From an optimization exercise on the open Yosys and OpenROAD flow, aimed at small area, a short achievable clock period and few clock cycles per item; shortcuts taken in it are not production practice. Only simulation tests tie the RTL to the original design; equivalence was not proved.

==> run a <==
Design cnn_accel, start of the top module:
module cnn_accel (
    input  logic        clk,
    input  logic        rst,
    input  logic        wr_en,
    input  logic        wr_sel,      
    input  logic [5:0]  wr_addr,
    input  logic [7:0]  wr_data,
    input  logic        start,
    output logic        ready,
    output logic        out_valid,
    output logic [15:0] out_data
);
    logic [1:0] fl;              
    logic       flush;
    logic [2:0] ph;              
    logic       virgin;          
    logic       armed;           
    logic       busy;            
    logic [2:0] r;               
    logic       v1;              
    assign flush = (fl != 2'd0);
    logic       a_v, a_st, a_sel, b_v, b_st, b_sel;
    logic [5:0] a_addr, b_addr;
    logic [7:0] a_data, b_data;
    logic       ready_q;
    logic       h_v, h_st, h_sel, h_blk, apply, flip;
    logic [5:0] h_addr;
    logic [7:0] h_data;
    assign h_v    = b_v | a_v;
    assign h_st   = b_v ? b_st   : a_st;
    assign h_sel  = b_v ? b_sel  : a_sel;
    assign h_addr = b_v ? b_addr : a_addr;
    assign h_data = b_v ? b_data : a_data;
    logic misal, pix_blk;
    assign misal   = h_addr[0] ^ ph[0];
    assign flip    = virgin & ~armed & ~busy & misal;
    assign pix_blk = armed | (busy & (h_addr > {r, ph})) | (misal & ~flip);
    assign h_blk   = h_st ? (armed | busy | v1) : (~h_sel & pix_blk);
    assign apply   = h_v & ~h_blk & ~flush;
    logic pix_we, wgt_we, do_start;
    assign pix_we   = apply & ~h_st & ~h_sel;
    assign wgt_we   = apply & ~h_st & h_sel;
    assign do_start = apply & h_st;
    always_ff @(posedge clk or posedge rst) begin
        if (rst) begin
            a_v <= 1'b0; a_st <= 1'b0;
            b_v <= 1'b0; b_st <= 1'b0;
            ready_q <= 1'b0;
            fl <= 2'd2;
        end else begin
            if (flush) fl <= fl - 2'd1;
            if (b_v) begin
                if (apply) begin
                    b_v <= a_v; b_st <= a_st;
  ...
make LEC_CHECK=0 CAP_MARGIN=20 CORE_MARGIN=2 CORE_UTILIZATION=40 SLEW_MARGIN=20 finish   # period 10.0 ns
run.sh (not shown) runs the stock make flow with config.mk's settings and CLKGATE_MAP_FILE= SYNTH_SCRIPT=/design/flow/synth_recipe.tcl, a recipe that flattens the netlist after the stock synthesis.
==> run b: changes against run a <==
--- a/flow/design.v
+++ b/flow/design.v
@@ -1,57 +1,71 @@
 module input_buffer (
     input  logic        clk,
-    input  logic [2:0]  ph,
-    input  logic        flip,
-    input  logic        flush,
+    input  logic        rst,
     input  logic        write_en,
     input  logic [5:0]  write_addr,
     input  logic [7:0]  data_in,
-    output logic [63:0] taps           
+    input  logic [2:0]  rd_row,
+    input  logic [2:0]  rd_col,
+    output logic [23:0] data_out
 );
-    logic [7:0] ring [0:7][0:7];
-    logic [2:0] wy, tq;
+    logic [7:0] buffer [0:63];
+    logic [7:0] rv;
+    logic [2:0] wy, wx;
     assign wy = write_addr[5:3];
-    assign tq = write_addr[2:0] - ph - {2'd0, flip} - 3'd1;
-    logic [7:0] dport;
-    assign dport = flush ? 8'd0 : data_in;
+    assign wx = write_addr[2:0];
+    always_ff @(posedge clk or posedge rst) begin
+        if (rst) rv <= 8'd0;
+        else if (write_en) rv[wy] <= 1'b1;
+    end
+    logic [7:0] dcol [0:7];
+    always_comb
+        for (int x = 0; x < 8; x++) dcol[x] = (wx == 3'(x)) ? data_in : 8'd0;
     always_ff @(posedge clk) begin
         for (int y = 0; y < 8; y++)
-            for (int q = 0; q < 8; q++) begin
-                if (q[0] && (flush || (write_en && wy == 3'(y) && tq[2:1] == 2'(q >> 1))))
-                    ring[y][q] <= dport;
-                else
-                    ring[y][q] <= ring[y][(q + 1) % 8];
-            end
-    end
-    for (genvar y = 0; y < 8; y++) begin : g_tap
-        assign taps[8*y +: 8] = ring[y][0];
+            for (int x = 0; x < 8; x++)
+                if (write_en & (wy == 3'(y)) & ((wx == 3'(x)) | ~rv[y]))
+                    buffer[y*8+x] <= dcol[x];
     end
+    logic [7:0] colv [0:7];
+    always_comb
+        for (int y = 0; y < 8; y++) colv[y] = buffer[{y[2:0], rd_col}];
+    logic [2:0] r1, r2;
+    assign r1 = rd_row + 3'd1;
+    assign r2 = rd_row + 3'd2;
+    assign data_out[7:0]   = rv[rd_row] ? colv[rd_row] : 8'd0;
+    assign data_out[15:8]  = rv[r1]     ? colv[r1]     : 8'd0;
+    assign data_out[23:16] = rv[r2]     ? colv[r2]     : 8'd0;
 endmodule
 module weight_buffer (
     input  logic        clk,
-    input  logic        flush,
+    input  logic        rst,
     input  logic        write_en,
     input  logic [3:0]  write_addr,
     input  logic [7:0]  data_in,
     input  logic        load,
     output logic [35:0] dg_one,
     output logic [35:0] dg_two,
     output logic [35:0] dg_neg,
     output logic [15:0] k
 );
     logic [7:0] buffer [0:8];
+    logic       wv;
+    always_ff @(posedge clk or posedge rst) begin
+        if (rst) wv <= 1'b0;
+        else if (write_en) wv <= 1'b1;
+    end
     always_ff @(posedge clk) begin
         for (int i = 0; i < 9; i++)
-            if (flush | (write_en & (write_addr == 4'(i))))
-                buffer[i] <= flush ? 8'd0 : data_in;
+            if (write_en & ((write_addr == 4'(i)) | ~wv))
+                buffer[i] <= (write_addr == 4'(i)) ? data_in : 8'd0;
     end
     logic [35:0] one_n, two_n, neg_n;
     always_comb begin
         for (int i = 0; i < 9; i++) begin
             logic [8:0] w;
-            w = {buffer[i], 1'b0};               
+            w = {wv ? buffer[i] : 8'd0, 1'b0};      
             for (int d = 0; d < 4; d++) begin
                 one_n[i*4+d] = w[2*d+1] ^ w[2*d];
                 two_n[i*4+d] = (w[2*d+2] & ~w[2*d+1] & ~w[2*d]) |
                                (~w[2*d+2] & w[2*d+1] & w[2*d]);
                 neg_n[i*4+d] = w[2*d+2] & ~(w[2*d+1] & w[2*d]);
@@ -1343,156 +1357,143 @@
     input  logic        start,
     output logic        ready,
     output logic        out_valid,
     output logic [15:0] out_data
 );
-    logic [1:0] fl;              
-    logic       flush;
-    logic [2:0] ph;              
-    logic       virgin;          
-    logic       armed;           
-    logic       busy;            
-    logic [2:0] r;               
-    logic       v1;              
-    assign flush = (fl != 2'd0);
     logic       a_v, a_st, a_sel, b_v, b_st, b_sel;
     logic [5:0] a_addr, b_addr;
     logic [7:0] a_data, b_data;
     logic       ready_q;
-    logic       h_v, h_st, h_sel, h_blk, apply, flip;
+    logic       busy;            
+    logic       v1;              
+    logic [2:0] r, j;            
+    logic       h_v, h_st, h_sel, h_blk, apply;
     logic [5:0] h_addr;
     logic [7:0] h_data;
     assign h_v    = b_v | a_v;
     assign h_st   = b_v ? b_st   : a_st;
     assign h_sel  = b_v ? b_sel  : a_sel;
     assign h_addr = b_v ? b_addr : a_addr;
     assign h_data = b_v ? b_data : a_data;
-    logic misal, pix_blk;
-    assign misal   = h_addr[0] ^ ph[0];
-    assign flip    = virgin & ~armed & ~busy & misal;
-    assign pix_blk = armed | (busy & (h_addr > {r, ph})) | (misal & ~flip);
-    assign h_blk   = h_st ? (armed | busy | v1) : (~h_sel & pix_blk);
-    assign apply   = h_v & ~h_blk & ~flush;
-    logic pix_we, wgt_we, do_start;
-    assign pix_we   = apply & ~h_st & ~h_sel;
-    assign wgt_we   = apply & ~h_st & h_sel;
-    assign do_start = apply & h_st;
+    assign h_blk  = h_st ? (busy | v1) : (busy & ~h_sel & (h_addr[5:3] >= r));
+    assign apply  = h_v & ~h_blk;
     always_ff @(posedge clk or posedge rst) begin
         if (rst) begin
             a_v <= 1'b0; a_st <= 1'b0;
             b_v <= 1'b0; b_st <= 1'b0;
-            ready_q <= 1'b0;
-            fl <= 2'd2;
+            ready_q <= 1'b1;
         end else begin
-            if (flush) fl <= fl - 2'd1;
             if (b_v) begin
                 if (apply) begin
                     b_v <= a_v; b_st <= a_st;
                     a_v <= 1'b0;
                 end
                 ready_q <= apply & ~a_v;
             end else begin
-                if (a_v & ~apply) begin
+                if (a_v & h_blk) begin
                     b_v <= 1'b1; b_st <= a_st;
                 end
                 a_v <= wr_en | start; a_st <= start;
-                ready_q <= ~(a_v & ~apply) & (fl[1] == 1'b0);
+                ready_q <= ~(a_v & h_blk);
             end
         end
     end
     always_ff @(posedge clk) begin
         if (b_v) begin
             if (apply) begin
                 b_sel <= a_sel; b_addr <= a_addr; b_data <= a_data;
             end
         end else begin
-            if (a_v & ~apply) begin
+            if (a_v & h_blk) begin
                 b_sel <= a_sel; b_addr <= a_addr; b_data <= a_data;
             end
             a_sel <= wr_sel; a_addr <= wr_addr; a_data <= wr_data;
         end
     end
     assign ready = ready_q;
-    logic [63:0] taps;
+    logic do_start;
+    assign do_start = apply & h_st;
+    logic [23:0] column;
     logic [35:0] dg_one, dg_two, dg_neg;
     logic [15:0] kc;
     input_buffer u_ibuf (
-        .clk(clk), .ph(ph), .flip(flip), .flush(flush),
-        .write_en(pix_we), .write_addr(h_addr), .data_in(h_data),
-        .taps(taps)
+        .clk(clk), .rst(rst),
+        .write_en(apply & ~h_st & ~h_sel),
+        .write_addr(h_addr),
+        .data_in(h_data),
+        .rd_row(r), .rd_col(j),
+        .data_out(column)
     );
     weight_buffer u_wbuf (
-        .clk(clk), .flush(flush),
-        .write_en(wgt_we), .write_addr(h_addr[3:0]), .data_in(h_data),
+        .clk(clk), .rst(rst),
+        .write_en(apply & ~h_st & h_sel),
+        .write_addr(h_addr[3:0]),
+        .data_in(h_data),
         .load(do_start),
         .dg_one(dg_one), .dg_two(dg_two), .dg_neg(dg_neg), .k(kc)
     );
     always_ff @(posedge clk or posedge rst) begin
         if (rst) begin
-            ph <= 3'd0; virgin <= 1'b1;
-            armed <= 1'b0; busy <= 1'b0; r <= 3'd0;
-        end else begin
-            ph <= ph + 3'd1 + {2'd0, flip & pix_we};
-            if (pix_we) virgin <= 1'b0;
-            if (do_start) armed <= 1'b1;
-            else if (armed & (ph == 3'd7)) begin
-                armed <= 1'b0; busy <= 1'b1; r <= 3'd0;
-            end else if (busy & (ph == 3'd7)) begin
+            busy <= 1'b0; r <= 3'd0; j <= 3'd0;
+        end else if (do_start) begin
+            busy <= 1'b1; r <= 3'd0; j <= 3'd0;
+        end else if (busy) begin
+            j <= j + 3'd1;
+            if (j == 3'd7) begin
                 r <= r + 3'd1;
                 if (r == 3'd5) busy <= 1'b0;
             end
         end
     end
-    logic [7:0] tap [0:7];
-    for (genvar y = 0; y < 8; y++) begin : g_tap
-        assign tap[y] = taps[8*y +: 8];
-    end
     logic [23:0] col_q;
-    always_ff @(posedge clk) col_q <= {tap[r + 3'd2], tap[r + 3'd1], tap[r]};
+    always_ff @(posedge clk) col_q <= column;
     logic [4:0] cv;      
     logic [4:0] codd;    
     logic [4:0] rodd;    
     always_ff @(posedge clk or posedge rst) begin
         if (rst) begin
             v1 <= 1'b0;
             cv <= 5'd0;
         end else begin
             v1 <= busy;
-            cv <= {cv[3:0], busy & ~(ph[2] & ph[1])};
+            cv <= {cv[3:0], busy & ~(j[2] & j[1])};
         end
     end
     always_ff @(posedge clk) begin
-        codd <= {codd[3:0], ph[0]};
+        codd <= {codd[3:0], j[0]};
         rodd <= {rodd[3:0], r[0]};
     end
     logic [15:0] conv_s, conv_c, conv_sum;
     conv2d_core u_conv (
         .clk(clk), .column(col_q),
         .dg_one(dg_one), .dg_two(dg_two), .dg_neg(dg_neg), .k(kc),
         .conv_s(conv_s), .conv_c(conv_c)
     );
     assign conv_sum = conv_s + conv_c;
-    logic [14:0] rl, pm, pair_max;
+    logic [14:0] rl, pm, pair_max, pair;
     relu u_relu (.in(conv_sum), .out(rl));
     max_pool u_pair (.a(pm), .b(rl), .out(pair_max));
-    logic v3, ro3, ov;
-    always_ff @(posedge clk)
-        if (cv[4]) pm <= codd[4] ? pair_max : rl;
+    logic        v3, ro3;
     logic [14:0] rb0, rb1, rb2, win_max;
-    max_pool u_pool (.a(rb0), .b(pm), .out(win_max));
     always_ff @(posedge clk) begin
+        if (cv[4] & ~codd[4]) pm <= rl;
+        if (cv[4] & codd[4])  pair <= pair_max;
         if (v3) begin
-            rb2 <= ro3 ? win_max : pm; rb1 <= rb2; rb0 <= rb1;
+            rb2 <= pair; rb1 <= rb2; rb0 <= rb1;
         end
         ro3 <= rodd[4];
     end
+    max_pool u_pool (.a(rb0), .b(pair), .out(win_max));
+    logic        ov;
+    logic [14:0] od;
     always_ff @(posedge clk or posedge rst) begin
         if (rst) begin
             v3 <= 1'b0; ov <= 1'b0;
         end else begin
             v3 <= cv[4] & codd[4];
             ov <= v3 & ro3;
         end
     end
+    always_ff @(posedge clk) if (v3 & ro3) od <= win_max;
     assign out_valid = ov;
-    assign out_data  = {1'b0, rb2};
+    assign out_data  = {1'b0, od};
 endmodule
==> qor summary <==
	run b	run a
CTS buffer count	109	102
Run status	timing/DRC/antenna clean	timing/DRC/antenna clean
Stages on the worst setup path	11	14
Crit path required time	10,620 ps	10,350 ps
Filler instances	12,210	10,700
Area of all placed cells without fillers	60,740 sq um	52,430 sq um
Stage delay of the slowest cell on the critical path	800 ps	530 ps
Leading cell type in the layout, fill and taps excluded	sky130_fd_sc_hd__edfxtp_1	sky130_fd_sc_hd__dfxtp_1
Relative slew slack	14.26%	23.48%
Die Area	139,700 sq um	121,100 sq um
Worst Max-Slew Pin Slew	1286 ps	1144 ps
Clock Buffer Count	144	139
Fraction of registers with async set or reset after synthesis	2.810%	2.407%
Hold slack	302.3 ps	284.5 ps
Average detailed-routed wire length per instance	27.24 microns	20.02 microns
Initial antenna violation count	6	2
Reg-to-reg slack, setup	4750 ps	5640 ps
Seq/Total Area, Yosys	52.90%	48.14%
Top-area cell type share of the netlist area	44.58%	29.74%
Multi-input logic area	23,000 sq um	21,980 sq um
Worst R2R End	col_q[15]	pm[12]
Die boundary height	373.8 microns	348.0 microns
Testbench counts of run a, summed over its fixed seeds: cycles 7,568, frames 96.
Testbench counts of run b, summed over its fixed seeds: cycles 7,528, frames 96.

==> inputs of branch amber <==
cnn_accel, a different RTL version from the one above (not shown whole).
Settings: LEC_CHECK=0, CAP_MARGIN=20, CORE_MARGIN=2, CORE_UTILIZATION=40, SLEW_MARGIN=20; clock period 10.0 ns.
==> branch cedar (differences from branch amber) <==
==> flow/flow/run.sh (new file) <==
#!/bin/bash
# The standard layout, with the timing repair aiming at a 3 ns period
# (setup margin 7 ns on the design's 10 ns clock) on the worst paths only.
set -euo pipefail
bash standard.sh SETUP_SLACK_MARGIN=7 TNS_END_PERCENT=0 finish > flow_make.log 2>&1
==> flow/standard.sh (new file) <==
#!/bin/bash
# synth_recipe.tcl (not shown) runs the flow's synth.tcl, then flattens the netlist and writes it again
# the make line also repeats each setting of config.mk as NAME=value (left out here)
make -C /OpenROAD-flow-scripts/flow DESIGN_CONFIG=/design/flow/config.mk WORK_HOME=/design/flow/orfs CLKGATE_MAP_FILE= SYNTH_SCRIPT=/design/flow/synth_recipe.tcl "${@:-finish}"
removed: flow/run.sh
==> impl_metrics.yaml <==
status:
  outcome: "timing/DRC/antenna clean"
final_layout:
  seq_area_sq_um: 23100
  n_all_buffers: 76
global_routing:
  grt_use_total: 0.186
clocking:
  cts_resized: 0
timing:
  tightestPinTransition_ns: 1.21
place:
  numPlacedInstances: 5493
setup_path:
  arrival_ns: 5.05
  critPathMaxStageDelay_ns: 1.11
worst_hold_path:
  hp-start: "u_ibuf.ring[37][1]"
the above is filed under branch amber

==> impl_metrics.yaml <==
timing:
  tightestPinTransition_ns: 1.07
  worst_hold_slack_ns: 0.319
global_routing:
  grt_use_total: 0.195
  antenna_found_initial: 0
place:
  numPlacedInstances: 5488
status:
  outcome: "timing/DRC/antenna clean"
floorplan:
  die_w_um: 352
setup_path:
  cp_max_fo: 8
  critPathMaxStageDelay_ns: 0.56
final_layout:
  top_regs: "u_ibuf.ring (512), u_wbuf.buffer (72)"
  seq_area_sq_um: 23100
  multiInputGateArea_sq_um: 23100
detailed_routing:
  ant_nets: 0
the above is filed under branch cedar

Testbench counts of branch amber, summed over its fixed seeds: cycles 7,576, frames 96.
Testbench counts of branch cedar, summed over its fixed seeds: cycles 7,576, frames 96.

[re-timing with driven ports]
No port has a modelled driver above. Below, the same layouts with a new extraction and two added sets of constraints. Step 1 (the two cells are an assumption about what drives the block):
set clk [get_ports {clk}]
set_driving_cell -lib_cell sky130_fd_sc_hd__clkbuf_16 $clk
set_driving_cell -lib_cell sky130_fd_sc_hd__buf_2 [delete_from_list [all_inputs] $clk]
Step 2 moves the port delays by t, midway between the first and last clock arrival at a register: inputs arrive t later, outputs are due t later. That takes back most of the time a late clock gives input paths. Slacks: ideal / step 1 / step 2; pairs: ideal / step 1.
run	t (ns)	setup WS [ns]	worst setup path at the end	clock arrival spread, ns	worst slew at a driven data input, ns
run a	0.764	5.637 / 5.637 / 5.637	register to register	0.070 / 0.069	0.05
run b	0.803	4.748 / 4.748 / 4.748	register to register	0.104 / 0.104	0.09
branch amber	0.746	5.479 / 5.479 / 5.479	register to register	0.063 / 0.063	0.05
branch cedar	0.743	6.408 / 6.408 / 6.408	register to register	0.063 / 0.064	0.05
After both steps every run listed still meets setup and hold.
